This design comes from an exercise in tuning for small area, a short achievable clock period and few clock cycles per item on the open sky130 flow, not from production work. RTL that was checked went through simulation tests only; none was proved equivalent to the original. The RTL of run 1 was laid out without a check of its function.

<file path="flow/flow/run.sh">
#!/bin/bash
# The standard layout (the standard.sh, unchanged synthesis and steps), with one
# difference: the port buffers that buffer_ports inserts are sky130_fd_sc_hd__buf_2
# cells instead of the delay buffers it picks by default.
set -euo pipefail
export BUFFER_PORTS_ARGS="-buffer_cell sky130_fd_sc_hd__buf_2"
bash standard.sh > standard.log 2>&1
</file>
<file path="flow/standard.sh">
#!/bin/bash
# synth_recipe.tcl (not shown) runs the flow's synth.tcl, then flattens the netlist and writes it again
# the make line also repeats each setting of config.mk as NAME=value (left out here)
make -C /OpenROAD-flow-scripts/flow DESIGN_CONFIG=/design/flow/config.mk WORK_HOME=/design/flow/orfs CLKGATE_MAP_FILE= SYNTH_SCRIPT=/design/flow/synth_recipe.tcl "${@:-finish}"
</file>
<file path="flow/config.mk">
export PLATFORM = sky130hd
export DESIGN_NAME = euler3
export DESIGN_NICKNAME = euler3
export VERILOG_FILES = /design/flow/design.v
export SDC_FILE = /design/flow/constraint.sdc
export NUM_CORES = 8
export LEC_CHECK = 0
export ABC_CLOCK_PERIOD_IN_PS = 200000
export CAP_MARGIN = 10
export CORE_MARGIN = 2
export CORE_UTILIZATION = 40
export CTS_BUF_LIST = sky130_fd_sc_hd__clkbuf_16
export CTS_CLUSTER_DIAMETER = 80
export CTS_CLUSTER_SIZE = 20
export GPL_TIMING_DRIVEN = 0
export PLACE_DENSITY = 0.45
export SLEW_MARGIN = 10
export SYNTH_HIERARCHICAL = 1
export SYNTH_MEMORY_MAX_BITS = 65536
export SYNTH_MINIMUM_KEEP_SIZE = 0
</file>
<file path="flow/constraint.sdc">
create_clock -name core_clock -period 250.0 [get_ports {clk}]
set_input_delay 50.0000 -clock core_clock [delete_from_list [all_inputs] [get_ports {clk}]]
set_output_delay 50.0000 -clock core_clock [all_outputs]
set_load 0.01 [all_outputs]
</file>
<file path="flow/design.v">
module e3_fa(input a, input b, input c, output s, output co);
  assign s = a ^ b ^ c;
  assign co = (a & b) | (a & c) | (b & c);
endmodule
module e3_seln(input s1, input s2, input s3, input a, input b, input c, output yn);
  assign yn = ~((s1 & a) | (s2 & b) | (s3 & c));
endmodule
module e3_xnor2(input a, input b, output y);
  assign y = ~(a ^ b);
endmodule
module e3_p14(input mn13, input cn13, input mn14, output y);
  assign y = ~(mn14 ^ (mn13 | cn13));
endmodule
module e3_low(input rn0, input rn1, input dn, input yn0, input yn1, input x1,
              output s1, output s2, output s3, output cinn, output dno, output qn0, output qn1);
  wire un0, un1, wn0, wn1;
  e3_fa f1(.a(rn0), .b(dn), .c(yn0), .s(un0), .co(un1));
  e3_fa f2(.a(un1), .b(rn1), .c(yn1), .s(wn0), .co(wn1));
  wire b = ~wn0 ^ x1;
  assign s1 = ~un0 & b;
  assign s3 = ~un0 & ~b;
  assign s2 = un0 & ~wn0;
  assign cinn = un0 & wn0 & wn1;
  assign dno = wn1 | (wn0 & un0);
  assign qn0 = un0;
  assign qn1 = ~(s2 | s3);
endmodule
module e3_row(input [12:0] rn, input dn, input yn0, input yn1,
              input [12:0] x, input [14:0] x3,
              output [12:0] rno, output dno, output [1:0] qn);
  wire s1, s2, s3;
  wire [13:2] c;
  e3_low lo(.rn0(rn[0]), .rn1(rn[1]), .dn(dn), .yn0(yn0), .yn1(yn1), .x1(x[1]),
            .s1(s1), .s2(s2), .s3(s3), .cinn(c[2]), .dno(dno), .qn0(qn[0]), .qn1(qn[1]));
  wire [14:2] mn;
  genvar j;
  generate for (j = 2; j <= 12; j = j + 1) begin : sl
    e3_seln u(.s1(s1), .s2(s2), .s3(s3), .a(x[j]), .b(x[j-1]), .c(x3[j]), .yn(mn[j]));
  end endgenerate
  assign mn[13] = ~((s2 & x[12]) | (s3 & x3[13]));
  assign mn[14] = ~(s3 & x3[14]);
  generate for (j = 2; j <= 12; j = j + 1) begin : ad
    if (j < 12) begin : f
      e3_fa u(.a(rn[j]), .b(mn[j]), .c(c[j]), .s(rno[j-2]), .co(c[j+1]));
    end else begin : l
      e3_fa u(.a(rn[j]), .b(mn[j]), .c(c[j]), .s(rno[j-2]), .co(c[j+1]));
    end
  end endgenerate
  e3_xnor2 p13(.a(mn[13]), .b(c[13]), .y(rno[11]));
  e3_p14 p14(.mn13(mn[13]), .cn13(c[13]), .mn14(mn[14]), .y(rno[12]));
endmodule
module e3_chain(input [12:0] x, input [25:0] ycn, input first,
                input [12:0] srn, input sdn,
                output [12:0] orn, output odn,
                output [25:0] qn, output div);
  wire [14:0] x3;
  wire [13:1] k;
  assign x3[0] = x[0];
  assign x3[1] = x[1] ^ x[0];
  assign k[2] = x[1] & x[0];
  genvar i;
  generate for (i = 2; i <= 12; i = i + 1) begin : tx
    e3_fa u(.a(x[i]), .b(x[i-1]), .c(k[i]), .s(x3[i]), .co(k[i+1]));
  end endgenerate
  assign x3[13] = x[12] ^ k[13];
  assign x3[14] = x[12] & k[13];
  wire [12:0] rn [0:13];
  wire        dn [0:13];
  assign rn[0] = first ? ~x : srn;
  assign dn[0] = sdn | first;
  generate for (i = 0; i < 13; i = i + 1) begin : r
    e3_row u(.rn(rn[i]), .dn(dn[i]), .yn0(ycn[2*i]), .yn1(ycn[2*i+1]), .x(x), .x3(x3),
             .rno(rn[i+1]), .dno(dn[i+1]), .qn(qn[2*i+1:2*i]));
  end endgenerate
  assign orn = rn[13];
  assign odn = dn[13];
  assign div = (&(orn[12:1] ^ x[12:1])) & (orn[0] ^ odn);
endmodule
module e3_rom(input [7:0] a, output reg [31:0] g);
  always @(*) begin
    case (a)
      8'd1: g = 32'h22101202;
      8'd2: g = 32'h32120120;
      8'd3: g = 32'h21610101;
      8'd4: g = 32'h22122040;
      8'd5: g = 32'h15501040;
      8'd6: g = 32'h22240210;
      8'd7: g = 32'h1640120;
      8'd8: g = 32'h32104261;
      8'd9: g = 32'h43132122;
      8'd10: g = 32'h13212040;
      8'd11: g = 32'h21313510;
      8'd12: g = 32'h2242805;
      8'd13: g = 32'h12202242;
      8'd14: g = 32'h2210450;
      8'd15: g = 32'h34343215;
      8'd16: g = 32'h13123122;
      8'd17: g = 32'h1040546;
      8'd18: g = 32'h1610164;
      8'd19: g = 32'h21343191;
      8'd20: g = 32'h52322162;
      8'd21: g = 32'h4204021;
      8'd22: g = 32'h21018204;
      8'd23: g = 32'h340a2232;
      8'd24: g = 32'h22153224;
      8'd25: g = 32'h21084520;
      8'd26: g = 32'h20510120;
      8'd27: g = 32'h6483220f;
      8'd28: g = 32'h20132101;
      8'd29: g = 32'h52101045;
      8'd30: g = 32'h13212535;
      8'd31: g = 32'h21021613;
      8'd32: g = 32'hb0129420;
      8'd33: g = 32'h23405401;
      8'd34: g = 32'h45012822;
      8'd35: g = 32'h10126735;
      8'd36: g = 32'h70822540;
      8'd37: g = 32'h101232a0;
      8'd38: g = 32'h24640423;
      8'd39: g = 32'h70540105;
      8'd40: g = 32'hb8340120;
      8'd41: g = 32'h73107321;
      8'd42: g = 32'h5122310;
      8'd43: g = 32'h2621202a;
      8'd44: g = 32'h22521201;
      8'd45: g = 32'hc1235216;
      8'd46: g = 32'ha2021348;
      8'd47: g = 32'h46513705;
      8'd48: g = 32'h10122310;
      8'd49: g = 32'h40420132;
      8'd50: g = 32'h12054613;
      8'd51: g = 32'h12321670;
      8'd52: g = 32'h54322438;
      8'd53: g = 32'h40d02216;
      8'd54: g = 32'h52531613;
      8'd55: g = 32'h1c704921;
      8'd56: g = 32'h13251250;
      8'd57: g = 32'hd5010a3;
      8'd58: g = 32'h15021222;
      8'd59: g = 32'h27070405;
      8'd60: g = 32'ha0101379;
      8'd61: g = 32'h2104253;
      8'd62: g = 32'h64045042;
      8'd63: g = 32'h57223212;
      8'd64: g = 32'h34312610;
      8'd65: g = 32'h16402a22;
      8'd66: g = 32'h40164082;
      8'd67: g = 32'h10218316;
      8'd68: g = 32'h5a91502;
      8'd69: g = 32'h20a20221;
      8'd70: g = 32'h7520527;
      8'd71: g = 32'h4b801621;
      8'd72: g = 32'h24040402;
      8'd73: g = 32'h4e324040;
      8'd74: g = 32'h52842340;
      8'd75: g = 32'h82212805;
      8'd76: g = 32'hb1012640;
      8'd77: g = 32'h82237250;
      8'd78: g = 32'h42202107;
      8'd79: g = 32'h81208552;
      8'd80: g = 32'h502101b3;
      8'd81: g = 32'h26524e61;
      8'd82: g = 32'h42321054;
      8'd83: g = 32'h2122610;
      8'd84: g = 32'h21835704;
      8'd85: g = 32'h62d22205;
      8'd86: g = 32'h1853431;
      8'd87: g = 32'h227025b1;
      8'd88: g = 32'h222e1646;
      8'd89: g = 32'h1250123;
      8'd90: g = 32'h108102a2;
      8'd91: g = 32'h122c1205;
      8'd92: g = 32'h1207f43;
      8'd93: g = 32'h43126401;
      8'd94: g = 32'h31e20192;
      8'd95: g = 32'h21523224;
      8'd96: g = 32'h70402120;
      8'd97: g = 32'h92d65192;
      8'd98: g = 32'h26212381;
      8'd99: g = 32'h4354042;
      8'd100: g = 32'h310b4534;
      8'd101: g = 32'h2248312;
      8'd102: g = 32'h22240542;
      8'd103: g = 32'h22202423;
      8'd104: g = 32'h180a2b34;
      8'd105: g = 32'h40183e43;
      8'd106: g = 32'h85381202;
      8'd107: g = 32'h40425027;
      8'd108: g = 32'h70b16420;
      8'd109: g = 32'h10194040;
      8'd110: g = 32'h37502273;
      8'd111: g = 32'h12040e21;
      8'd112: g = 32'h32512322;
      8'd113: g = 32'h52b45615;
      8'd114: g = 32'h62483a02;
      8'd115: g = 32'h21234201;
      8'd116: g = 32'h7045046e;
      8'd117: g = 32'h28728b80;
      8'd118: g = 32'h43402180;
      8'd119: g = 32'h4021322;
      8'd120: g = 32'h61502215;
      8'd121: g = 32'h12319218;
      8'd122: g = 32'h15612613;
      8'd123: g = 32'h5522b1e0;
      8'd124: g = 32'h52810126;
      8'd125: g = 32'h7e505123;
      8'd126: g = 32'h25426a20;
      8'd127: g = 32'h6b224310;
      8'd128: g = 32'h10015312;
      default: g = 32'h0;
    endcase
  end
endmodule
module e3_gadd(input [12:0] prev, input [3:0] g, output [12:0] nxt);
  wire [4:0] k;
  assign k[0] = 1'b1;
  genvar i;
  generate for (i = 0; i < 4; i = i + 1) begin : f
    e3_fa u(.a(prev[i+1]), .b(g[i]), .c(k[i]), .s(nxt[i+1]), .co(k[i+1]));
  end endgenerate
  wire [12:5] h;
  assign h[5] = k[4];
  generate for (i = 5; i < 12; i = i + 1) begin : hh
    assign h[i+1] = h[i] & prev[i];
  end endgenerate
  assign nxt[12:5] = prev[12:5] ^ h[12:5];
  assign nxt[0] = prev[0];
endmodule
module euler3( input logic clk,
               input logic        reset,
               input logic        enable,
               input logic [63:0] max_value,
               output logic       results_valid,
               output logic [63:0] results
               );
  localparam C = 8;
  reg [63:0] y;
  reg        done;
  reg [1:0]  p;         
  reg        dv;        
  reg [C-1:0] fr;       
  reg [1:0]  rl;        
  reg        wide;      
  reg [7:0] addr;
  reg [12:0] x0;        
  reg [12:0] x1;        
  reg [12:0] x2;        
  reg [12:0] x3;        
  reg [12:0] x4;        
  reg [12:0] x5;        
  reg [12:0] x6;        
  reg [12:0] x7;        
  wire [32:0] xw = {x2[6:0], x1, x0};    
  reg [12:0] srn0; reg sdn0;
  reg [12:0] srn1; reg sdn1;
  reg [12:0] srn2; reg sdn2;
  reg [12:0] srn3; reg sdn3;
  reg [12:0] srn4; reg sdn4;
  reg [12:0] srn5; reg sdn5;
  reg [12:0] srn6; reg sdn6;
  reg [12:0] srn7; reg sdn7;
  wire [32:0] wr = {srn2[6:0], srn1, srn0};   
  reg        wrun, wp2, winc;
  assign results = y;
  assign results_valid = done;
  reg idle;
  wire hi2 = |y[63:52];
  wire hi1 = |y[51:26];
  wire first = (p == 2'd0);
  wire last = hi2 ? (p == 2'd2) : hi1 ? (p == 2'd1) : 1'b1;
  wire [25:0] ycn = ~((p == 2'd0) ? y[25:0] : (p == 2'd1) ? y[51:26] : {14'b0, y[63:52]});
  wire [C-1:0] div;
  wire [12:0] orn0; wire odn0; wire [25:0] qn0;
  e3_chain ch0(.x(x0), .ycn(ycn), .first(first), .srn(srn0), .sdn(sdn0),
               .orn(orn0), .odn(odn0), .qn(qn0), .div(div[0]));
  wire [12:0] orn1; wire odn1; wire [25:0] qn1;
  e3_chain ch1(.x(x1), .ycn(ycn), .first(first), .srn(srn1), .sdn(sdn1),
               .orn(orn1), .odn(odn1), .qn(qn1), .div(div[1]));
  wire [12:0] orn2; wire odn2; wire [25:0] qn2;
  e3_chain ch2(.x(x2), .ycn(ycn), .first(first), .srn(srn2), .sdn(sdn2),
               .orn(orn2), .odn(odn2), .qn(qn2), .div(div[2]));
  wire [12:0] orn3; wire odn3; wire [25:0] qn3;
  e3_chain ch3(.x(x3), .ycn(ycn), .first(first), .srn(srn3), .sdn(sdn3),
               .orn(orn3), .odn(odn3), .qn(qn3), .div(div[3]));
  wire [12:0] orn4; wire odn4; wire [25:0] qn4;
  e3_chain ch4(.x(x4), .ycn(ycn), .first(first), .srn(srn4), .sdn(sdn4),
               .orn(orn4), .odn(odn4), .qn(qn4), .div(div[4]));
  wire [12:0] orn5; wire odn5; wire [25:0] qn5;
  e3_chain ch5(.x(x5), .ycn(ycn), .first(first), .srn(srn5), .sdn(sdn5),
               .orn(orn5), .odn(odn5), .qn(qn5), .div(div[5]));
  wire [12:0] orn6; wire odn6; wire [25:0] qn6;
  e3_chain ch6(.x(x6), .ycn(ycn), .first(first), .srn(srn6), .sdn(sdn6),
               .orn(orn6), .odn(odn6), .qn(qn6), .div(div[6]));
  wire [12:0] orn7; wire odn7; wire [25:0] qn7;
  e3_chain ch7(.x(x7), .ycn(ycn), .first(first), .srn(srn7), .sdn(sdn7),
               .orn(orn7), .odn(odn7), .qn(qn7), .div(div[7]));
  wire divany = |div;
  wire [C-1:0] fsel = div & ~(div - 1'b1);    
  wire [C-1:0] usel = dv ? fr : fsel;
  reg  [25:0] qn;              
  always @(*) begin
    qn = 0;
    if (usel[0]) qn = qn | qn0;
    if (usel[1]) qn = qn | qn1;
    if (usel[2]) qn = qn | qn2;
    if (usel[3]) qn = qn | qn3;
    if (usel[4]) qn = qn | qn4;
    if (usel[5]) qn = qn | qn5;
    if (usel[6]) qn = qn | qn6;
    if (usel[7]) qn = qn | qn7;
  end
  wire qone = (qn == 26'd1);
  wire [32:1] z;
  genvar g;
  generate for (g = 1; g <= 32; g = g + 1) begin : zz
    if (g == 32) begin : t assign z[g] = 1'b1; end
    else begin : n assign z[g] = z[g+1] & ~y[2*g+1] & ~y[2*g]; end
  end endgenerate
  wire yevbig = ~y[0] & (|y[63:2]);
  wire stop = ((|(x0[12:1] & z[12:1])) | (wide & (|({x2[6:0], x1} & z[32:13])))) & ~yevbig;
  wire [31:0] rg;
  e3_rom ur(.a(addr), .g(rg));
  wire [12:0] nx [0:7];
  e3_gadd ga0(.prev(x7), .g(rg[3:0]), .nxt(nx[0]));
  e3_gadd ga1(.prev(nx[0]), .g(rg[7:4]), .nxt(nx[1]));
  e3_gadd ga2(.prev(nx[1]), .g(rg[11:8]), .nxt(nx[2]));
  e3_gadd ga3(.prev(nx[2]), .g(rg[15:12]), .nxt(nx[3]));
  e3_gadd ga4(.prev(nx[3]), .g(rg[19:16]), .nxt(nx[4]));
  e3_gadd ga5(.prev(nx[4]), .g(rg[23:20]), .nxt(nx[5]));
  e3_gadd ga6(.prev(nx[5]), .g(rg[27:24]), .nxt(nx[6]));
  e3_gadd ga7(.prev(nx[6]), .g(rg[31:28]), .nxt(nx[7]));
  wire wq = wr[0] ^ y[0];
  wire [31:0] wa = wr[32:1];
  wire [31:0] wb = xw[32:1] & {32{wq & ~winc}};
  wire [32:0] wk;
  wire [32:0] wadd;
  assign wk[0] = winc | wr[0] | y[0];
  genvar h;
  generate for (h = 0; h < 32; h = h + 1) begin : wa_
    e3_fa u(.a(wa[h]), .b(wb[h]), .c(wk[h]), .s(wadd[h]), .co(wk[h+1]));
  end endgenerate
  assign wadd[32] = wk[32];
  wire wmatch = (wadd == xw);
  wire winb = wp2 ? ~wq : y[0];
  wire stop_adv = ~yevbig & (|(nx[0][12:1] & z[12:1]));
  wire [12:1] zq;
  generate for (g = 1; g <= 12; g = g + 1) begin : zqq
    if (g == 12) begin : t assign zq[g] = ~qn[25] & ~qn[24]; end
    else begin : n assign zq[g] = zq[g+1] & ~qn[2*g+1] & ~qn[2*g]; end
  end endgenerate
  wire stop_div = |(x0[12:1] & zq);
  always @(posedge clk) begin
    idle <= reset | ~enable;
    if (!wide) srn0 <= orn0;
    sdn0 <= odn0;
    if (!wide) srn1 <= orn1;
    sdn1 <= odn1;
    if (!wide) srn2 <= orn2;
    sdn2 <= odn2;
    srn3 <= orn3;
    sdn3 <= odn3;
    srn4 <= orn4;
    sdn4 <= odn4;
    srn5 <= orn5;
    sdn5 <= odn5;
    srn6 <= orn6;
    sdn6 <= odn6;
    srn7 <= orn7;
    sdn7 <= odn7;
    if (idle) begin
      y <= max_value;
      done <= 1'b0;
      p <= 2'd0;
      dv <= 1'b0;
      wide <= 1'b0;
      wrun <= 1'b0;
      wp2 <= 1'b0;
      winc <= 1'b0;
      addr <= 8'd1;
      x0 <= 13'd3;
      x1 <= 13'd5;
      x2 <= 13'd7;
      x3 <= 13'd11;
      x4 <= 13'd13;
      x5 <= 13'd17;
      x6 <= 13'd19;
      x7 <= 13'd23;
    end else if (!done) begin
      if (!wide) begin
        if (dv) begin
          case (p)
            2'd0: y[25:0] <= qn;
            2'd1: y[51:26] <= qn;
            default: y[63:52] <= qn[11:0];
          endcase
          if (p == rl) begin dv <= 1'b0; p <= 2'd0; end
          else p <= p + 2'd1;
        end else if (first && stop) begin
          done <= 1'b1;
        end else if (!last) begin
          p <= p + 2'd1;
        end else begin
          p <= 2'd0;
          if (divany && yevbig) begin
            y <= {1'b0, y[63:1]};    
          end else if (divany) begin
            if (first) begin
              if (qone) done <= 1'b1;
              else begin
                y[25:0] <= qn;
                if (stop_div) done <= 1'b1;
              end
            end else begin
              case (p)
                2'd1: y[51:26] <= qn;
                default: y[63:52] <= qn[11:0];
              endcase
              dv <= 1'b1;
              fr <= fsel;
              rl <= p - 2'd1;
            end
          end else begin
            if (addr == 8'd129) begin
              wide <= 1'b1;
              {x2[6:0], x1, x0} <= 33'd8193;
            end else begin
              addr <= addr + 1'b1;
              x0 <= nx[0];
              x1 <= nx[1];
              x2 <= nx[2];
              x3 <= nx[3];
              x4 <= nx[4];
              x5 <= nx[5];
              x6 <= nx[6];
              x7 <= nx[7];
              if (stop_adv) done <= 1'b1;
            end
            if (yevbig) y <= {1'b0, y[63:1]};
          end
        end
      end else begin
        if (winc) begin
          winc <= 1'b0;
          {x2[6:0], x1, x0} <= {wadd[31:0], 1'b1};
        end else if (!wrun) begin
          if (stop) done <= 1'b1;
          else begin
            wrun <= 1'b1;
            addr <= 0;
            {srn2[6:0], srn1, srn0} <= xw;
          end
        end else begin
          {srn2[6:0], srn1, srn0} <= wadd;
          y <= {winb, y[63:1]};
          addr <= addr + 1'b1;
          if (addr[5:0] == 6'd63) begin
            if (!wp2) begin
              {srn2[6:0], srn1, srn0} <= xw;
              if (wmatch) wp2 <= 1'b1;
              else begin wrun <= 1'b0; winc <= 1'b1; end
            end else begin
              wp2 <= 1'b0;
              wrun <= 1'b0;
            end
          end
        end
      end
    end
  end
endmodule
</file>
==> impl_summary.log, run 1 <==
[metrics] global-route wire length before repair: 542,000 um
[metrics] Final period util: 20.8%
[metrics] area of the mapped netlist: 76,300 um2
[metrics] total CTS buffers: 30
[metrics] most frequent cells in the layout: fa_1 (1,504), a222oi_1 (1,187), nor2_1 (532), nand2_1 (460), xor2_1 (329)
[metrics] min cycle time layout: 51.90 ns
[metrics] Nets: 8,978
[metrics] area fraction in and, or, nand and nor cells after synthesis: 12.8%
[metrics] die extent in x: 441 um
[metrics] DRT iter0 DRCs: 14,788
[metrics] initial antenna violation count: 19
[metrics] class of the most critical hold timing path: flop to flop
[metrics] main combinational cell family by area after synthesis: adder cells
[metrics] Crit-path slowest cell: edfxtp_1
[metrics] count of endpoints failing hold in the final timing report: 0
[metrics] dominant register cell in the synthesized netlist: dfxtp_1
[metrics] placer congestion estimate: 1.06
[metrics] maximum achievable frequency: 0.0193 GHz
[metrics] Syn Nets: 8,728
[metrics] clock transition at the registers of the reported paths: 0.08 ns
[metrics] Vias: 72,274
[metrics] leading cell type in the layout, fill and taps excluded: fa_1
[metrics] largest stage delay on the critical path: 0.91 ns
[metrics] post-synthesis instance total: 7,059
[metrics] actual transition at the worst max-transition pin: 1.49 ns
[metrics] adder-cell share of the synthesized area: 41.1%
[metrics] fraction of synthesis flops using an asynchronous set or reset pin: 0%
[metrics] critical path endpoint category: output port
[metrics] compound-gate portion of the synthesized area: 25.7%
[metrics] DRT Wirelength: 383,000 um
[metrics] largest net degree at the start of global routing: 51
[metrics] fraction of the yosys area taken by sequential cells: 9.11%
[metrics] WL/cell: 38.9 um
[metrics] Post CTS Setup Buffer Count: 0
[metrics] proportion of layout cells with a drive suffix above 1: 14.7%
[metrics] Mapped Avg Cell Area: 10.8 um2
[metrics] worst path bufs/invs: 1
[metrics] residual overflow from global routing: 0
[metrics] post-route core utilization: 43.9%
[metrics] worst clock skew: 0.0868 ns
[metrics] share of synthesized area spent on multiplexers: 2.33%
[metrics] Crit Path Class: flop to output port
[metrics] TritonCTS clock tree: built
[metrics] H-tree depth: 1
[metrics] setup repair after global routing missed its margin: false
[metrics] critical path required time: 200.00 ns
[metrics] die outline area: 194,000 um2
[metrics] worst reg-to-reg setup slack: 200.42 ns
[metrics] top register by number of flip-flops: y
[metrics] max reg flops: 64
[metrics] worst-skew pair later-pin latency: 0.74 ns
[metrics] max_slew headroom: 0.546%
[metrics] CP Max Fanout: 7
[metrics] top cell family by delay on the critical path: flip-flops
[metrics] fraction of synthesized cell area in xor and xnor cells: 6.59%
[metrics] total of hold buffers inserted after clock tree synthesis: 0
[metrics] gr usage total: 38.6%
[metrics] status: complete, no violations
[metrics] vias in the first global route: 71,185
[metrics] flops & latches, synth: 307
[metrics] FP Rows: 160
[metrics] EDFF count, synth: 80
[metrics] Final Max Slew Viols: 0
[metrics] Cell variety after synth: 98
[metrics] setup tns final: 0 ns
[metrics] Yosys warnings: 9
[metrics] detailed placer's ending HPWL: 290,000 um
[metrics] ANT nets after route: 0
[metrics] Pre-antenna DRT Iters: 14
[metrics] critical path, cell by cell: buf_2
[metrics] Layout area overhead: 9.24%
[metrics] cts repair resizes: 0
[metrics] Max Root-Sink Buffers: 3
[metrics] clock tree sinks: 307
[metrics] Worst Path Arrival: 1.90 ns
[metrics] Vias/cell: 7.34
[metrics] crit start category: flop
[metrics] port buffer count: 131
[metrics] root buf cell: clkbuf_16
[metrics] vertical die dimension: 441 um
[metrics] Initial Util: 40.2%
[metrics] count of pins on the block boundary: 132
[metrics] DRC viols: 0
[metrics] count of max-cap constraint violations: 0
[metrics] final setup violation count: 0
[metrics] area of the core: 190,000 um2
==> Yosys cell counts, types with 42 or more instances <==
master / number / area, um2
and2b_2: 104 / 911
mux2i_1: 161 / 1610
nor2_1: 534 / 2000
fa_1: 1504 / 30100
a21o_2: 104 / 911
inv_1: 150 / 563
nand3_1: 61 / 305
a211oi_1: 83 / 623
nand2_1: 460 / 1730
dfxtp_1: 227 / 4540
buf_2: 65 / 325
xor2_1: 329 / 2880
a31oi_1: 42 / 263
nor3_1: 88 / 440
a222oi_1: 1187 / 11900
nor2b_4: 105 / 1450
a21oi_1: 252 / 1260
a22oi_2: 104 / 1300
xnor2_1: 230 / 2010
ha_1: 98 / 1230
and3_2: 104 / 781
and3_1: 64 / 400
clkbuf_1: 167 / 627
edfxtp_1: 80 / 2400
o21ai_0: 91 / 455
==> layout make-up <==
cell class                 instances  area (um2)
inverter                         152         571
clock inverter                    26         289
tap                             2511        3140
buffer                           271        1220
fill                           18414      106000
sequential                       307        7080
antenna                            6        15.0
clock buffer                      30         751
timing repair buffer             218        2370
multi-input combinational       6329       67900
==> path summary, 6_finish.rpt <==
| path | cells past startpoint | startpoint | endpoint |
|---|---|---|---|
| hold / removal | 2 | x5[12]$_SDFFE_PP0P_ | x5[12]$_SDFFE_PP0P_ |
| setup reg to reg | 109 | p[0]$_SDFFE_PP0P_ | y[2]$_DFFE_PP_ |
| setup / recovery | 1 | y[0]$_DFFE_PP_ | results[0] |
| hold reg to reg | 2 | x5[12]$_SDFFE_PP0P_ | x5[12]$_SDFFE_PP0P_ |
==> modules after synthesis, one instance, submodules excluded, a selection <==
module    cells  copies in the design  flops+latches  area [um2]
e3_seln       1                  1144              0        10.0
e3_gadd      10                     8              0         108
euler3     1814                     1            307       15500
e3_rom      773                     1              0        4760
e3_low        8                   104              0        63.8
e3_xnor2      1                   104              0        8.76
e3_row        2                   104              0        16.3
e3_fa         1                  1504              0        20.0
==> stage by stage <==
stage | hold slack [ns] | cells | instance area [um2] | setup slack (ns)
6_report | 0.477 | 9850 | 83300 | 198.10
5_1_grt | 0.502 | 9845 | 83300 | 198.13
4_1_cts | 0.480 | 9840 | 83200 | 198.09
3_5_place_dp | 0.468 | 9784 | 82200 | 198.85
3_3_place_gp | 0.509 | 9701 | 80000 | 193.71
2_1_floorplan | 0.465 | 7059 | 76300 | 199.52
==> routing by layer <==
metal	part of all wire (%)	global-route usage, %	up-vias
met5	0.018	0.124	-
met4	6.6	21.1	10
met3	11	8.97	796
met2	44	58.2	4914
met1	39	51.1	37756
li1	-	-	28798
==> logic make-up after synthesis <==
logic type | after synthesis
AO/OA/AOI/OAI | 2214
XOR/XNOR | 567
adder cells (fa/ha/maj) | 1602
buffers and inverters | 423
flip-flops | 307
multiplexers | 171
other | 8
AND/OR/NAND/NOR | 1767
==> run 2, diff against run 1 <==
--- a/flow/design.v
+++ b/flow/design.v
@@ -50,5 +50,38 @@
   e3_p14 p14(.mn13(mn[13]), .cn13(c[13]), .mn14(mn[14]), .y(rno[12]));
 endmodule
-module e3_chain(input [12:0] x, input [25:0] ycn, input first,
+module e3_or2(input a, input b, output y);
+  assign y = a | b;
+endmodule
+module e3_rowt(input [12:0] rn, input dn, input yn0, input yn1,
+               input [12:0] x, input [14:0] x3, input [12:0] ytn,
+               output [13:0] rno, output dno, output [1:0] qn);
+  wire s1, s2, s3, cinn;
+  e3_low lo(.rn0(rn[0]), .rn1(rn[1]), .dn(dn), .yn0(yn0), .yn1(yn1), .x1(x[1]),
+            .s1(s1), .s2(s2), .s3(s3), .cinn(cinn), .dno(dno), .qn0(qn[0]), .qn1(qn[1]));
+  wire [14:2] mn;
+  genvar j;
+  generate for (j = 2; j <= 12; j = j + 1) begin : sl
+    e3_seln u(.s1(s1), .s2(s2), .s3(s3), .a(x[j]), .b(x[j-1]), .c(x3[j]), .yn(mn[j]));
+  end endgenerate
+  assign mn[13] = ~((s2 & x[12]) | (s3 & x3[13]));
+  assign mn[14] = ~(s3 & x3[14]);
+  wire [14:2] sn;
+  wire [15:3] kn;
+  generate for (j = 2; j <= 12; j = j + 1) begin : cs
+    e3_fa u(.a(rn[j]), .b(mn[j]), .c(ytn[j-2]), .s(sn[j]), .co(kn[j+1]));
+  end endgenerate
+  e3_xnor2 s13(.a(mn[13]), .b(ytn[11]), .y(sn[13]));
+  e3_or2   k14(.a(mn[13]), .b(ytn[11]), .y(kn[14]));
+  e3_xnor2 s14(.a(mn[14]), .b(ytn[12]), .y(sn[14]));
+  e3_or2   k15(.a(mn[14]), .b(ytn[12]), .y(kn[15]));
+  wire [15:3] c;
+  e3_xnor2 r2(.a(sn[2]), .b(cinn), .y(rno[0]));
+  e3_or2   c3(.a(sn[2]), .b(cinn), .y(c[3]));
+  generate for (j = 3; j <= 14; j = j + 1) begin : ad
+    e3_fa u(.a(sn[j]), .b(kn[j]), .c(c[j]), .s(rno[j-2]), .co(c[j+1]));
+  end endgenerate
+  e3_xnor2 r15(.a(kn[15]), .b(c[15]), .y(rno[13]));
+endmodule
+module e3_chain(input [12:0] x, input [25:0] ycn, input [12:0] ytn, input first,
                 input [12:0] srn, input sdn,
                 output [12:0] orn, output odn,
@@ -69,11 +102,14 @@
   assign rn[0] = first ? ~x : srn;
   assign dn[0] = sdn | first;
-  generate for (i = 0; i < 13; i = i + 1) begin : r
+  generate for (i = 0; i < 12; i = i + 1) begin : r
     e3_row u(.rn(rn[i]), .dn(dn[i]), .yn0(ycn[2*i]), .yn1(ycn[2*i+1]), .x(x), .x3(x3),
              .rno(rn[i+1]), .dno(dn[i+1]), .qn(qn[2*i+1:2*i]));
   end endgenerate
-  assign orn = rn[13];
+  wire [13:0] rt;
+  e3_rowt ul(.rn(rn[12]), .dn(dn[12]), .yn0(ycn[24]), .yn1(ycn[25]), .x(x), .x3(x3), .ytn(ytn),
+             .rno(rt), .dno(dn[13]), .qn(qn[25:24]));
+  assign orn = rt[12:0];
   assign odn = dn[13];
-  assign div = (&(orn[12:1] ^ x[12:1])) & (orn[0] ^ odn);
+  assign div = rt[13] & (&(rt[12:1] ^ x[12:1])) & (rt[0] ^ odn);
 endmodule
 module e3_rom(input [7:0] a, output reg [31:0] g);
@@ -265,33 +301,35 @@
   assign results_valid = done;
   reg idle;
-  wire hi2 = |y[63:52];
-  wire hi1 = |y[51:26];
+  wire n1 = ~(|y[63:39]) & (y[38:26] < x0);
+  wire n2 = ({1'b0, y[63:52]} < x0);
   wire first = (p == 2'd0);
-  wire last = hi2 ? (p == 2'd2) : hi1 ? (p == 2'd1) : 1'b1;
+  wire last = n1 ? (p == 2'd0) : n2 ? (p == 2'd1) : (p == 2'd2);
+  wire [12:0] yt = (last & ~dv) ? ((p == 2'd0) ? y[38:26] : (p == 2'd1) ? {1'b0, y[63:52]} : 13'd0) : 13'd0;
+  wire [12:0] ytn = ~yt;
   wire [25:0] ycn = ~((p == 2'd0) ? y[25:0] : (p == 2'd1) ? y[51:26] : {14'b0, y[63:52]});
   wire [C-1:0] div;
   wire [12:0] orn0; wire odn0; wire [25:0] qn0;
-  e3_chain ch0(.x(x0), .ycn(ycn), .first(first), .srn(srn0), .sdn(sdn0),
+  e3_chain ch0(.x(x0), .ycn(ycn), .ytn(ytn), .first(first), .srn(srn0), .sdn(sdn0),
                .orn(orn0), .odn(odn0), .qn(qn0), .div(div[0]));
   wire [12:0] orn1; wire odn1; wire [25:0] qn1;
-  e3_chain ch1(.x(x1), .ycn(ycn), .first(first), .srn(srn1), .sdn(sdn1),
+  e3_chain ch1(.x(x1), .ycn(ycn), .ytn(ytn), .first(first), .srn(srn1), .sdn(sdn1),
                .orn(orn1), .odn(odn1), .qn(qn1), .div(div[1]));
   wire [12:0] orn2; wire odn2; wire [25:0] qn2;
-  e3_chain ch2(.x(x2), .ycn(ycn), .first(first), .srn(srn2), .sdn(sdn2),
+  e3_chain ch2(.x(x2), .ycn(ycn), .ytn(ytn), .first(first), .srn(srn2), .sdn(sdn2),
                .orn(orn2), .odn(odn2), .qn(qn2), .div(div[2]));
   wire [12:0] orn3; wire odn3; wire [25:0] qn3;
-  e3_chain ch3(.x(x3), .ycn(ycn), .first(first), .srn(srn3), .sdn(sdn3),
+  e3_chain ch3(.x(x3), .ycn(ycn), .ytn(ytn), .first(first), .srn(srn3), .sdn(sdn3),
                .orn(orn3), .odn(odn3), .qn(qn3), .div(div[3]));
   wire [12:0] orn4; wire odn4; wire [25:0] qn4;
-  e3_chain ch4(.x(x4), .ycn(ycn), .first(first), .srn(srn4), .sdn(sdn4),
+  e3_chain ch4(.x(x4), .ycn(ycn), .ytn(ytn), .first(first), .srn(srn4), .sdn(sdn4),
                .orn(orn4), .odn(odn4), .qn(qn4), .div(div[4]));
   wire [12:0] orn5; wire odn5; wire [25:0] qn5;
-  e3_chain ch5(.x(x5), .ycn(ycn), .first(first), .srn(srn5), .sdn(sdn5),
+  e3_chain ch5(.x(x5), .ycn(ycn), .ytn(ytn), .first(first), .srn(srn5), .sdn(sdn5),
                .orn(orn5), .odn(odn5), .qn(qn5), .div(div[5]));
   wire [12:0] orn6; wire odn6; wire [25:0] qn6;
-  e3_chain ch6(.x(x6), .ycn(ycn), .first(first), .srn(srn6), .sdn(sdn6),
+  e3_chain ch6(.x(x6), .ycn(ycn), .ytn(ytn), .first(first), .srn(srn6), .sdn(sdn6),
                .orn(orn6), .odn(odn6), .qn(qn6), .div(div[6]));
   wire [12:0] orn7; wire odn7; wire [25:0] qn7;
-  e3_chain ch7(.x(x7), .ycn(ycn), .first(first), .srn(srn7), .sdn(sdn7),
+  e3_chain ch7(.x(x7), .ycn(ycn), .ytn(ytn), .first(first), .srn(srn7), .sdn(sdn7),
                .orn(orn7), .odn(odn7), .qn(qn7), .div(div[7]));
   wire divany = |div;
@@ -409,9 +447,10 @@
               else begin
                 y[25:0] <= qn;
+                y[38:26] <= 0;
                 if (stop_div) done <= 1'b1;
               end
             end else begin
               case (p)
-                2'd1: y[51:26] <= qn;
+                2'd1: begin y[51:26] <= qn; y[63:52] <= 0; end
                 default: y[63:52] <= qn[11:0];
               endcase
--- a/flow/config.mk
+++ b/flow/config.mk
@@ -13,5 +13,4 @@
 export CTS_CLUSTER_DIAMETER = 80
 export CTS_CLUSTER_SIZE = 20
-export GPL_TIMING_DRIVEN = 0
 export PLACE_DENSITY = 0.45
 export SLEW_MARGIN = 10
==> run 2 against run 1 <==
Effect of this change: sequential share of layout area down 0.41 points; hold slack gained 0.022 ns; synthesized area increased by 3.9%; cell count grew 3.5%; critical path depth stayed put; count of clock-buffer cells in the layout is 10 higher; global-route usage up 1.0 points.
==> impl_summary.log, run 2 <==
[metrics] status: complete, no violations
[metrics] hold path startpoint: x7[4]$_SDFFE_PP1P_
[metrics] most frequently used cell type in the post-synthesis netlist: fa_1
[metrics] Crit Path Class: flop to output port
[metrics] total of hold buffers inserted after clock tree synthesis: 0
[metrics] ANT nets after route: 0
[metrics] Syn Nets: 9,024
[metrics] Crit-path slowest cell: edfxtp_1
[metrics] TritonCTS clock tree: built
[metrics] detailed placer's ending HPWL: 304,000 um
[metrics] residual overflow from global routing: 0
[metrics] worst reg-to-reg setup slack: 200.80 ns
[metrics] Levels on crit path: 1
[metrics] worst flop-to-flop path endpoint: y[25]$_DFFE_PP_
[metrics] fraction of the yosys area taken by sequential cells: 8.77%
[metrics] final setup violation count: 0
[metrics] most area-hungry cell type in the Yosys netlist: fa_1
[metrics] largest stage delay on the critical path: 0.85 ns
[metrics] max_slew headroom: 3.26%
[metrics] Mapped Avg Cell Area: 10.9 um2
[metrics] Max Root-Sink Buffers: 3
[metrics] actual transition at the worst max-transition pin: 1.45 ns
[metrics] dominant register cell in the synthesized netlist: dfxtp_1
[metrics] most frequent cells in the layout: fa_1 (1,600), a222oi_1 (1,187), nor2_1 (544), nand2_1 (409), buf_4 (351)
[metrics] Vias: 74,149
[metrics] crit start category: flop
[metrics] total CTS buffers: 39
[metrics] die extent in x: 449 um
[metrics] worst path setup slack after routing: 198.21 ns
[metrics] post-route core utilization: 43.8%
[metrics] worst path bufs/invs: 1
[metrics] global-route wire length before repair: 575,000 um
[metrics] largest net degree at the start of global routing: 98
[metrics] Nets: 9,275
[metrics] start of the worst register-to-register path: p[0]$_SDFFE_PP0P_
[metrics] fillcell total: 19,054
[metrics] number of cells on the worst hold path: 2
[metrics] cts repair resizes: 0
[metrics] maximum achievable frequency: 0.0193 GHz
[metrics] clock tree sinks: 307
[metrics] root buf cell: clkbuf_16
[metrics] clock transition at the registers of the reported paths: 0.07 ns
[metrics] gr usage total: 39.6%
[metrics] area of the mapped netlist: 79,200 um2
[metrics] DRC viols: 0
[metrics] count of pins on the block boundary: 132
[metrics] die outline area: 202,000 um2
[metrics] DRT iter0 DRCs: 16,216
[metrics] leading cell types by total area after synthesis: fa_1 (40%), a222oi_1 (15%), dfxtp_1 (5.7%), xor2_1 (3.7%), edfxtp_1 (3.0%)
[metrics] flops & latches, synth: 307
[metrics] placer congestion estimate: 1.02
[metrics] Cell variety after synth: 109
[metrics] critical path required time: 200.00 ns
[metrics] worst-skew pair later-pin latency: 0.68 ns
[metrics] Setup WS pre-CTS: 198.91 ns
[metrics] top register by number of flip-flops: y
[metrics] Vias/cell: 7.27
[metrics] area of the core: 197,000 um2
[metrics] min cycle time layout: 51.79 ns
[metrics] class of the most critical hold timing path: flop to flop
[metrics] Register-to-Register Path Depth: 110
[metrics] WL/cell: 40.0 um
[metrics] setup repair after global routing missed its margin: false
[metrics] destination of the worst hold path: x7[4]$_SDFFE_PP1P_
[metrics] post-synthesis instance total: 7,243
[metrics] vias in the first global route: 72,871
[metrics] Worst Path Arrival: 1.79 ns
[metrics] critical path, cell by cell: buf_2
[metrics] proportion of layout cells with a drive suffix above 1: 16.4%
[metrics] count of endpoints failing hold in the final timing report: 0
[metrics] Post-synth top cells: fa_1 (1,600), a222oi_1 (1,187), nor2_1 (545)
[metrics] Yosys warnings: 9
[metrics] fraction of synthesis flops using an asynchronous set or reset pin: 0%
[metrics] top cell family by delay on the critical path: flip-flops
[metrics] Layout area overhead: 8.91%
[metrics] worst clock skew: 0.0692 ns
[metrics] port buffer count: 131
[metrics] DRT Wirelength: 407,000 um
[metrics] Final period util: 20.7%
[metrics] max reg flops: 64
[metrics] Initial Util: 40.2%
[metrics] H-tree depth: 2
[metrics] critical path endpoint category: output port
[metrics] leading cell type in the layout, fill and taps excluded: fa_1
[metrics] Final Max Slew Viols: 0
[metrics] share of the synthesized area in the top cell type: 40.4%
[metrics] EDFF count, synth: 80
[metrics] setup tns final: 0 ns
[metrics] initial antenna violation count: 30
[metrics] Post CTS Setup Buffer Count: 0
[metrics] vertical die dimension: 449 um
[metrics] count of max-cap constraint violations: 0
[metrics] CP Max Fanout: 6
[metrics] FP Rows: 163
[metrics] Pre-antenna DRT Iters: 13
[run 2: cells by family (layout without fill, tap and decap cells)]
logic type / after synthesis / after routing / share of synthesized area [%]
flip-flops: 307 / 307 / 8.77
buffers and inverters: 434 / 716 / 2.48
adder cells (fa/ha/maj): 1714 / 1714 / 42.2
other: 8 / 36 / 0.0379
multiplexers: 216 / 216 / 2.87
AND/OR/NAND/NOR: 1755 / 1755 / 12.3
AO/OA/AOI/OAI: 2221 / 2221 / 24.7
XOR/XNOR: 588 / 588 / 6.58
[run 2: worst max-delay path by stage]
stage	start	endpoint	slack, ns
6_report	y[0]$_DFFE_PP_	results[0]	198.21
4_1_cts	y[45]$_DFFE_PP_	results[45]	198.21
2_1_floorplan	y[0]$_DFFE_PP_	results[0]	199.52
3_5_place_dp	y[45]$_DFFE_PP_	results[45]	198.91
3_3_place_gp	y[45]$_DFFE_PP_	results[45]	198.92
5_1_grt	y[0]$_DFFE_PP_	results[0]	198.23
[run 2: through the flow]
step                      hold WS [ns]  std cells  instance area [um2]
after floorplan                  0.465       7243                79200
after global placement           0.479      10091                84800
after detailed placement         0.490      10091                84800
after CTS                        0.506      10163                86200
after global routing             0.540      10170                86200
final                            0.499      10193                86300
[run 2: layout make-up]
cell class                      instances  area (um2)  area share, %
Clock buffer                           40        1000           1.16
Antenna cell                           28        70.1         0.0812
Inverter                              161         604          0.701
Clock inverter                         32         322          0.373
Timing Repair Buffer                  483        3300           3.82
Multi-Input combinational cell       6502       70700           81.9
Sequential cell                       307        6980           8.09
Tap cell                             2640        3300           3.83
[run 2: Yosys stat by module, one instance, submodules excluded, a selection]
| module | cells | cell area (um2) | flops+latches | times used |
|---|---|---|---|---|
| e3_gadd | 10 | 108 | 0 | 8 |
| e3_seln | 1 | 10.0 | 0 | 1144 |
| e3_fa | 1 | 20.0 | 0 | 1600 |
| e3_p14 | 2 | 12.5 | 0 | 96 |
| e3_rowt | 2 | 16.3 | 0 | 8 |
| e3_xnor2 | 1 | 8.76 | 0 | 128 |
| e3_row | 2 | 16.3 | 0 | 96 |
| e3_low | 8 | 63.8 | 0 | 104 |
| e3_chain | 49 | 374 | 0 | 8 |
| e3_rom | 778 | 4830 | 0 | 1 |
| euler3 | 1865 | 16200 | 307 | 1 |
[run 2: routing by layer]
metal / share of wire (%) / global-route usage, % / vias to the layer above
met2: 44 / 59.2 / 5237
met1: 37 / 50.2 / 38523
met3: 11 / 9.11 / 939
met4: 8.8 / 28.8 / 10
li1: - / - / 29440
met5: 0.021 / 0 / -
Testbench counts of run 2, summed over its fixed seeds: cycles 19,068, items 192.
==> run 3, diff against run 2 <==
--- a/flow/design.v
+++ b/flow/design.v
@@ -54,6 +54,6 @@
 endmodule
 module e3_rowt(input [12:0] rn, input dn, input yn0, input yn1,
-               input [12:0] x, input [14:0] x3, input [12:0] ytn,
-               output [13:0] rno, output dno, output [1:0] qn);
+               input [12:0] x, input [14:0] x3, input [13:0] ytn,
+               output [14:0] rno, output dno, output [1:0] qn);
   wire s1, s2, s3, cinn;
   e3_low lo(.rn0(rn[0]), .rn1(rn[1]), .dn(dn), .yn0(yn0), .yn1(yn1), .x1(x[1]),
@@ -66,5 +66,5 @@
   assign mn[13] = ~((s2 & x[12]) | (s3 & x3[13]));
   assign mn[14] = ~(s3 & x3[14]);
-  wire [14:2] sn;
+  wire [15:2] sn;
   wire [15:3] kn;
   generate for (j = 2; j <= 12; j = j + 1) begin : cs
@@ -75,16 +75,17 @@
   e3_xnor2 s14(.a(mn[14]), .b(ytn[12]), .y(sn[14]));
   e3_or2   k15(.a(mn[14]), .b(ytn[12]), .y(kn[15]));
-  wire [15:3] c;
+  assign sn[15] = ytn[13];
+  wire [16:3] c;
   e3_xnor2 r2(.a(sn[2]), .b(cinn), .y(rno[0]));
   e3_or2   c3(.a(sn[2]), .b(cinn), .y(c[3]));
-  generate for (j = 3; j <= 14; j = j + 1) begin : ad
+  generate for (j = 3; j <= 15; j = j + 1) begin : ad
     e3_fa u(.a(sn[j]), .b(kn[j]), .c(c[j]), .s(rno[j-2]), .co(c[j+1]));
   end endgenerate
-  e3_xnor2 r15(.a(kn[15]), .b(c[15]), .y(rno[13]));
+  assign rno[14] = c[16];
 endmodule
-module e3_chain(input [12:0] x, input [25:0] ycn, input [12:0] ytn, input first,
+module e3_chain(input [12:0] x, input [25:0] ycn, input [13:0] ytn, input first,
                 input [12:0] srn, input sdn,
                 output [12:0] orn, output odn,
-                output [25:0] qn, output div);
+                output [25:0] qn, output div, output k2);
   wire [14:0] x3;
   wire [13:1] k;
@@ -106,10 +107,12 @@
              .rno(rn[i+1]), .dno(dn[i+1]), .qn(qn[2*i+1:2*i]));
   end endgenerate
-  wire [13:0] rt;
+  wire [14:0] rt;
   e3_rowt ul(.rn(rn[12]), .dn(dn[12]), .yn0(ycn[24]), .yn1(ycn[25]), .x(x), .x3(x3), .ytn(ytn),
              .rno(rt), .dno(dn[13]), .qn(qn[25:24]));
   assign orn = rt[12:0];
   assign odn = dn[13];
-  assign div = rt[13] & (&(rt[12:1] ^ x[12:1])) & (rt[0] ^ odn);
+  wire k1 = rt[14] & rt[13] & (&(rt[12:1] ^ x[12:1])) & (rt[0] ^ odn);
+  assign k2 = rt[14] & (&(rt[13:2] ^ x[12:1])) & (rt[1] ^ odn) & ~(rt[0] ^ odn);
+  assign div = k1 | k2;
 endmodule
 module e3_rom(input [7:0] a, output reg [31:0] g);
@@ -274,4 +277,5 @@
   reg        done;
   reg [1:0]  p;         
+  reg        f0;        
   reg        dv;        
   reg [C-1:0] fr;       
@@ -301,36 +305,36 @@
   assign results_valid = done;
   reg idle;
-  wire n1 = ~(|y[63:39]) & (y[38:26] < x0);
-  wire n2 = ({1'b0, y[63:52]} < x0);
-  wire first = (p == 2'd0);
+  wire n1 = ~(|y[63:40]) & (y[39:27] < x0);    
+  wire n2 = ({2'b0, y[63:53]} < x0);           
+  wire first = f0;
   wire last = n1 ? (p == 2'd0) : n2 ? (p == 2'd1) : (p == 2'd2);
-  wire [12:0] yt = (last & ~dv) ? ((p == 2'd0) ? y[38:26] : (p == 2'd1) ? {1'b0, y[63:52]} : 13'd0) : 13'd0;
-  wire [12:0] ytn = ~yt;
+  wire [13:0] yt = (last & ~dv) ? ((p == 2'd0) ? y[39:26] : (p == 2'd1) ? {2'b0, y[63:52]} : 14'd0) : 14'd0;
+  wire [13:0] ytn = ~yt;
   wire [25:0] ycn = ~((p == 2'd0) ? y[25:0] : (p == 2'd1) ? y[51:26] : {14'b0, y[63:52]});
-  wire [C-1:0] div;
+  wire [C-1:0] div, k2;
   wire [12:0] orn0; wire odn0; wire [25:0] qn0;
   e3_chain ch0(.x(x0), .ycn(ycn), .ytn(ytn), .first(first), .srn(srn0), .sdn(sdn0),
-               .orn(orn0), .odn(odn0), .qn(qn0), .div(div[0]));
+               .orn(orn0), .odn(odn0), .qn(qn0), .div(div[0]), .k2(k2[0]));
   wire [12:0] orn1; wire odn1; wire [25:0] qn1;
   e3_chain ch1(.x(x1), .ycn(ycn), .ytn(ytn), .first(first), .srn(srn1), .sdn(sdn1),
-               .orn(orn1), .odn(odn1), .qn(qn1), .div(div[1]));
+               .orn(orn1), .odn(odn1), .qn(qn1), .div(div[1]), .k2(k2[1]));
   wire [12:0] orn2; wire odn2; wire [25:0] qn2;
   e3_chain ch2(.x(x2), .ycn(ycn), .ytn(ytn), .first(first), .srn(srn2), .sdn(sdn2),
-               .orn(orn2), .odn(odn2), .qn(qn2), .div(div[2]));
+               .orn(orn2), .odn(odn2), .qn(qn2), .div(div[2]), .k2(k2[2]));
   wire [12:0] orn3; wire odn3; wire [25:0] qn3;
   e3_chain ch3(.x(x3), .ycn(ycn), .ytn(ytn), .first(first), .srn(srn3), .sdn(sdn3),
-               .orn(orn3), .odn(odn3), .qn(qn3), .div(div[3]));
+               .orn(orn3), .odn(odn3), .qn(qn3), .div(div[3]), .k2(k2[3]));
   wire [12:0] orn4; wire odn4; wire [25:0] qn4;
   e3_chain ch4(.x(x4), .ycn(ycn), .ytn(ytn), .first(first), .srn(srn4), .sdn(sdn4),
-               .orn(orn4), .odn(odn4), .qn(qn4), .div(div[4]));
+               .orn(orn4), .odn(odn4), .qn(qn4), .div(div[4]), .k2(k2[4]));
   wire [12:0] orn5; wire odn5; wire [25:0] qn5;
   e3_chain ch5(.x(x5), .ycn(ycn), .ytn(ytn), .first(first), .srn(srn5), .sdn(sdn5),
-               .orn(orn5), .odn(odn5), .qn(qn5), .div(div[5]));
+               .orn(orn5), .odn(odn5), .qn(qn5), .div(div[5]), .k2(k2[5]));
   wire [12:0] orn6; wire odn6; wire [25:0] qn6;
   e3_chain ch6(.x(x6), .ycn(ycn), .ytn(ytn), .first(first), .srn(srn6), .sdn(sdn6),
-               .orn(orn6), .odn(odn6), .qn(qn6), .div(div[6]));
+               .orn(orn6), .odn(odn6), .qn(qn6), .div(div[6]), .k2(k2[6]));
   wire [12:0] orn7; wire odn7; wire [25:0] qn7;
   e3_chain ch7(.x(x7), .ycn(ycn), .ytn(ytn), .first(first), .srn(srn7), .sdn(sdn7),
-               .orn(orn7), .odn(odn7), .qn(qn7), .div(div[7]));
+               .orn(orn7), .odn(odn7), .qn(qn7), .div(div[7]), .k2(k2[7]));
   wire divany = |div;
   wire [C-1:0] fsel = div & ~(div - 1'b1);    
@@ -348,5 +352,5 @@
     if (usel[7]) qn = qn | qn7;
   end
-  wire qone = (qn == 26'd1);
+  wire qk2 = |(usel & k2);     
   wire [32:1] z;
   genvar g;
@@ -356,4 +360,7 @@
   end endgenerate
   wire yevbig = ~y[0] & (|y[63:2]);
+  wire ysmall = z[3] & ~y[5];           
+  wire [31:0] pm32 = 32'ha08a28ac;         
+  wire yprime32 = ysmall & pm32[y[4:0]];
   wire stop = ((|(x0[12:1] & z[12:1])) | (wide & (|({x2[6:0], x1} & z[32:13])))) & ~yevbig;
   wire [31:0] rg;
@@ -387,5 +394,5 @@
     else begin : n assign zq[g] = zq[g+1] & ~qn[2*g+1] & ~qn[2*g]; end
   end endgenerate
-  wire stop_div = |(x0[12:1] & zq);
+  wire stop_div = (|(x0[12:1] & zq)) & ~qk2;
   always @(posedge clk) begin
     idle <= reset | ~enable;
@@ -410,4 +417,5 @@
       done <= 1'b0;
       p <= 2'd0;
+      f0 <= 1'b1;
       dv <= 1'b0;
       wide <= 1'b0;
@@ -432,25 +440,27 @@
             default: y[63:52] <= qn[11:0];
           endcase
-          if (p == rl) begin dv <= 1'b0; p <= 2'd0; end
-          else p <= p + 2'd1;
-        end else if (first && stop) begin
+          if (p == rl) begin dv <= 1'b0; p <= 2'd0; f0 <= 1'b1; end
+          else begin p <= p + 2'd1; f0 <= 1'b0; end
+        end else if (first && (stop || (yprime32 && addr == 8'd1))) begin
           done <= 1'b1;
         end else if (!last) begin
           p <= p + 2'd1;
+          f0 <= 1'b0;
         end else begin
           p <= 2'd0;
+          f0 <= 1'b1;
           if (divany && yevbig) begin
             y <= {1'b0, y[63:1]};    
           end else if (divany) begin
             if (first) begin
-              if (qone) done <= 1'b1;
-              else begin
+              begin
                 y[25:0] <= qn;
-                y[38:26] <= 0;
+                y[26] <= qk2;
+                y[39:27] <= 0;
                 if (stop_div) done <= 1'b1;
               end
             end else begin
               case (p)
-                2'd1: begin y[51:26] <= qn; y[63:52] <= 0; end
+                2'd1: begin y[51:26] <= qn; y[52] <= qk2; y[63:53] <= 0; end
                 default: y[63:52] <= qn[11:0];
               endcase
==> run 3 against run 2 <==
Effect of this change: count of clock-buffer cells in the layout decreased by 11; synthesized cell count increased by 4.4%; hold slack got worse by 0.026 ns; flip-flop and latch count increased by 1; worst setup slack got worse by 0.12 ns; still clean; die area increased by 2.5%; cell count increased by 2.9%.
==> impl_summary.log, run 3 <==
[metrics] status: complete, no violations
[metrics] leading cell types by total area after synthesis: fa_1 (40%), a222oi_1 (14%), dfxtp_1 (5.6%), xnor2_1 (3.6%), xor2_1 (3.6%)
[metrics] Crit-path slowest cell: edfxtp_1
[metrics] number of cells on the worst hold path: 2
[metrics] cts repair resizes: 0
[metrics] Final period util: 20.8%
[metrics] most area-hungry cell type in the Yosys netlist: fa_1
[metrics] Worst Path Arrival: 1.91 ns
[metrics] critical path endpoint category: output port
[metrics] Final Max Slew Viols: 0
[metrics] ANT nets after route: 0
[metrics] adder-cell share of the synthesized area: 41.4%
[metrics] Setup WS pre-CTS: 198.86 ns
[metrics] DRT Wirelength: 417,000 um
[metrics] FP Rows: 165
[metrics] Max Root-Sink Buffers: 3
[metrics] fraction of the yosys area taken by sequential cells: 8.58%
[metrics] crit start category: flop
[metrics] vertical die dimension: 455 um
[metrics] area of the core: 202,000 um2
[metrics] worst hold slack across all endpoints: 0.473 ns
[metrics] worst-skew pair later-pin latency: 0.71 ns
[metrics] Nets: 9,571
[metrics] fillcell total: 19,554
[metrics] detailed placer's ending HPWL: 313,000 um
[metrics] DRC viols: 0
[metrics] fraction of synthesized cell area in xor and xnor cells: 7.23%
[metrics] die extent in x: 455 um
[metrics] setup repair after global routing missed its margin: false
[metrics] H-tree depth: 1
[metrics] largest stage delay on the critical path: 0.95 ns
[metrics] port buffer count: 131
[metrics] Crit Path Class: flop to output port
[metrics] Syn Nets: 9,354
[metrics] Mapped Avg Cell Area: 10.7 um2
[metrics] initial antenna violation count: 23
[metrics] count of pins on the block boundary: 132
[metrics] fraction of synthesis flops using an asynchronous set or reset pin: 0%
[metrics] Levels on crit path: 1
[metrics] worst path setup slack after routing: 198.09 ns
[metrics] largest net degree at the start of global routing: 131
[metrics] EDFF count, synth: 80
[metrics] max reg flops: 64
[metrics] final setup violation count: 0
[metrics] post-synthesis instance total: 7,565
[metrics] WL/cell: 39.8 um
[metrics] gr usage total: 39.7%
[metrics] worst clock skew: 0.0366 ns
[metrics] die outline area: 207,000 um2
[metrics] proportion of layout cells with a drive suffix above 1: 15.1%
[metrics] root buf cell: clkbuf_16
[metrics] max_slew headroom: 7.18%
[metrics] Initial Util: 40.2%
[metrics] top register by number of flip-flops: y
[metrics] Pre-antenna DRT Iters: 15
[metrics] most frequently used cell type in the post-synthesis netlist: fa_1
[metrics] area of the mapped netlist: 81,200 um2
[metrics] Post CTS Setup Buffer Count: 0
[metrics] dominant register cell in the synthesized netlist: dfxtp_1
[metrics] clock transition at the registers of the reported paths: 0.09 ns
[metrics] Vias: 76,604
[metrics] global-route wire length before repair: 589,000 um
[metrics] worst path bufs/invs: 1
[metrics] top cell family by delay on the critical path: flip-flops
[metrics] share of the synthesized area in the top cell type: 39.6%
[metrics] actual transition at the worst max-transition pin: 1.39 ns
[metrics] Yosys warnings: 9
[metrics] Cell variety after synth: 104
[metrics] most frequent cells in the layout: fa_1 (1,608), a222oi_1 (1,174), nor2_1 (495), nand2_1 (484), buf_4 (340)
[metrics] min cycle time layout: 51.91 ns
[metrics] area fraction in and, or, nand and nor cells after synthesis: 12.8%
[metrics] count of max-cap constraint violations: 0
[metrics] count of endpoints failing hold in the final timing report: 0
[metrics] residual overflow from global routing: 0
[metrics] compound-gate portion of the synthesized area: 24.8%
[metrics] vias in the first global route: 74,945
[metrics] class of the most critical hold timing path: flop to flop
[metrics] flops & latches, synth: 308
[metrics] total CTS buffers: 29
[metrics] TritonCTS clock tree: built
[metrics] main combinational cell family by area after synthesis: adder cells
[metrics] leading cell type in the layout, fill and taps excluded: fa_1
[metrics] maximum achievable frequency: 0.0193 GHz
[metrics] setup tns final: 0 ns
[metrics] critical path required time: 200.00 ns
[metrics] Register-to-Register Path Depth: 113
[metrics] Layout area overhead: 8.16%
[metrics] placer congestion estimate: 1.04
[metrics] Vias/cell: 7.30
[metrics] Post-synth top cells: fa_1 (1,608), a222oi_1 (1,174), nor2_1 (499)
[metrics] total of hold buffers inserted after clock tree synthesis: 0
[metrics] DRT iter0 DRCs: 16,295
[metrics] share of synthesized area spent on multiplexers: 2.63%
[metrics] CP Max Fanout: 4
[metrics] critical path, cell by cell: buf_2
[metrics] clock tree sinks: 308
[run 3: cell count changes after synthesis, sizes merged, moves of 20 or more]
cell / delta
o22ai: -30
a221oi: +29
nor2: -45
nor4: +32
a31oi: -38
o211ai: +23
nand2: +62
buf: +20
or3: +40
a311oi: +24
a21oi: +93
and3: -23
a211oi: -27
xnor2: +90
[run 3: logic make-up after synthesis]
logic type                 Yosys count
AOI/OAI and AO/OA                 2329
and+or+nand+nor                   1874
adders and majority gates         1722
xor gates and xnor gates           670
buffers and inverters              444
DFF                                308
muxes                              210
other                                8
[run 3: layout make-up]
| type | instances | area, um2 | share of cell area, % |
|---|---|---|---|
| well taps | 2672 | 3340 | 3.81 |
| repair buffers | 472 | 3230 | 3.68 |
| inverters | 158 | 593 | 0.675 |
| clock inverters | 24 | 267 | 0.303 |
| multi-input cells | 6813 | 72600 | 82.7 |
| clock buffers | 29 | 726 | 0.826 |
| flip-flops and latches | 308 | 7010 | 7.98 |
| diodes | 11 | 27.5 | 0.0313 |
[run 3: per-layer routing]
layer	up-vias	global-route usage [%]	share of wire (%)	wire [um]
li1	30495	-	-	-
met1	39619	52.6	38	160000
met2	5529	57.7	42	177000
met3	945	9.35	11	46800
met4	16	26.5	8.2	34100
met5	-	0	0.024	100
[run 3: tightest hold or removal path: cells and delay by family, from the launching register on]
| family | cells | cell delay, ns |
|---|---|---|
| and+or+nand+nor | 1 | 0.05 |
| DFF | 1 | 0.33 |
| AOI/OAI and AO/OA | 1 | 0.05 |
[run 3: final timing paths]
check | startpoint | end | slack, ns
setup reg to reg | p[1]$_SDFFE_PP0P_ | done$_SDFF_PP0_ | 199.74
setup / recovery | y[24]$_DFFE_PP_ | results[24] | 198.09
hold reg to reg | x4[4]$_SDFFE_PP0P_ | x4[4]$_SDFFE_PP0P_ | 0.47
hold / removal | x4[4]$_SDFFE_PP0P_ | x4[4]$_SDFFE_PP0P_ | 0.47
[run 3: Yosys stat by module (local to each module, per instance)]
module | flops+latches | cells | times used
e3_seln | 0 | 1 | 1144
e3_rom | 0 | 813 | 1
e3_gadd | 0 | 10 | 8
e3_row | 0 | 2 | 96
e3_chain | 0 | 68 | 8
e3_low | 0 | 8 | 104
euler3 | 308 | 1992 | 1
e3_fa | 0 | 1 | 1608
e3_rowt | 0 | 3 | 8
e3_or2 | 0 | 1 | 24
e3_p14 | 0 | 2 | 96
e3_xnor2 | 0 | 1 | 120
[run 3: per-stage QoR]
stage | util (%) | std cells | cell area (um2)
after global placement | 43.0 | 10422 | 86800
after detailed placement | 43.0 | 10422 | 86800
after floorplan | - | 7565 | 81200
final | 43.5 | 10487 | 87800
after global routing | 43.5 | 10478 | 87800
after CTS | 43.5 | 10475 | 87800
Testbench counts of run 3, summed over its fixed seeds: cycles 18,181, items 192.

## separate check: timing with driven ports
Ports are ideal in the flow. The routed layouts listed here were re-timed in OpenROAD.
Step 1: set_driving_cell puts a clkbuf_16 on clk and a buf_2 on each other input, an assumption about the parent block.
Step 2, shift: input delay + t, output delay - t, t = (earliest + latest rising clock arrival at the registers) / 2. This alone moves slack from input paths to output paths.
a / b / c = ideal / step 1 / step 2; a / b = the first two.
| run | t, ns | setup slack, ns | hold slack, ns | clock arrival spread, ns | worst register clock-pin slew, ns |
|---|---|---|---|---|---|
| run 1 | 0.792 | 198.096 / 198.000 / 198.792 | 0.477 / 0.477 / 0.477 | 0.087 / 0.087 | 0.10 / 0.10 |
| run 2 | 0.720 | 198.214 / 198.139 / 198.859 | 0.499 / 0.499 / 0.499 | 0.070 / 0.069 | 0.09 / 0.09 |
| run 3 | 0.770 | 198.092 / 198.009 / 198.780 | 0.473 / 0.473 / 0.473 | 0.037 / 0.037 | 0.10 / 0.10 |
After both steps setup and hold are still met in every run listed.
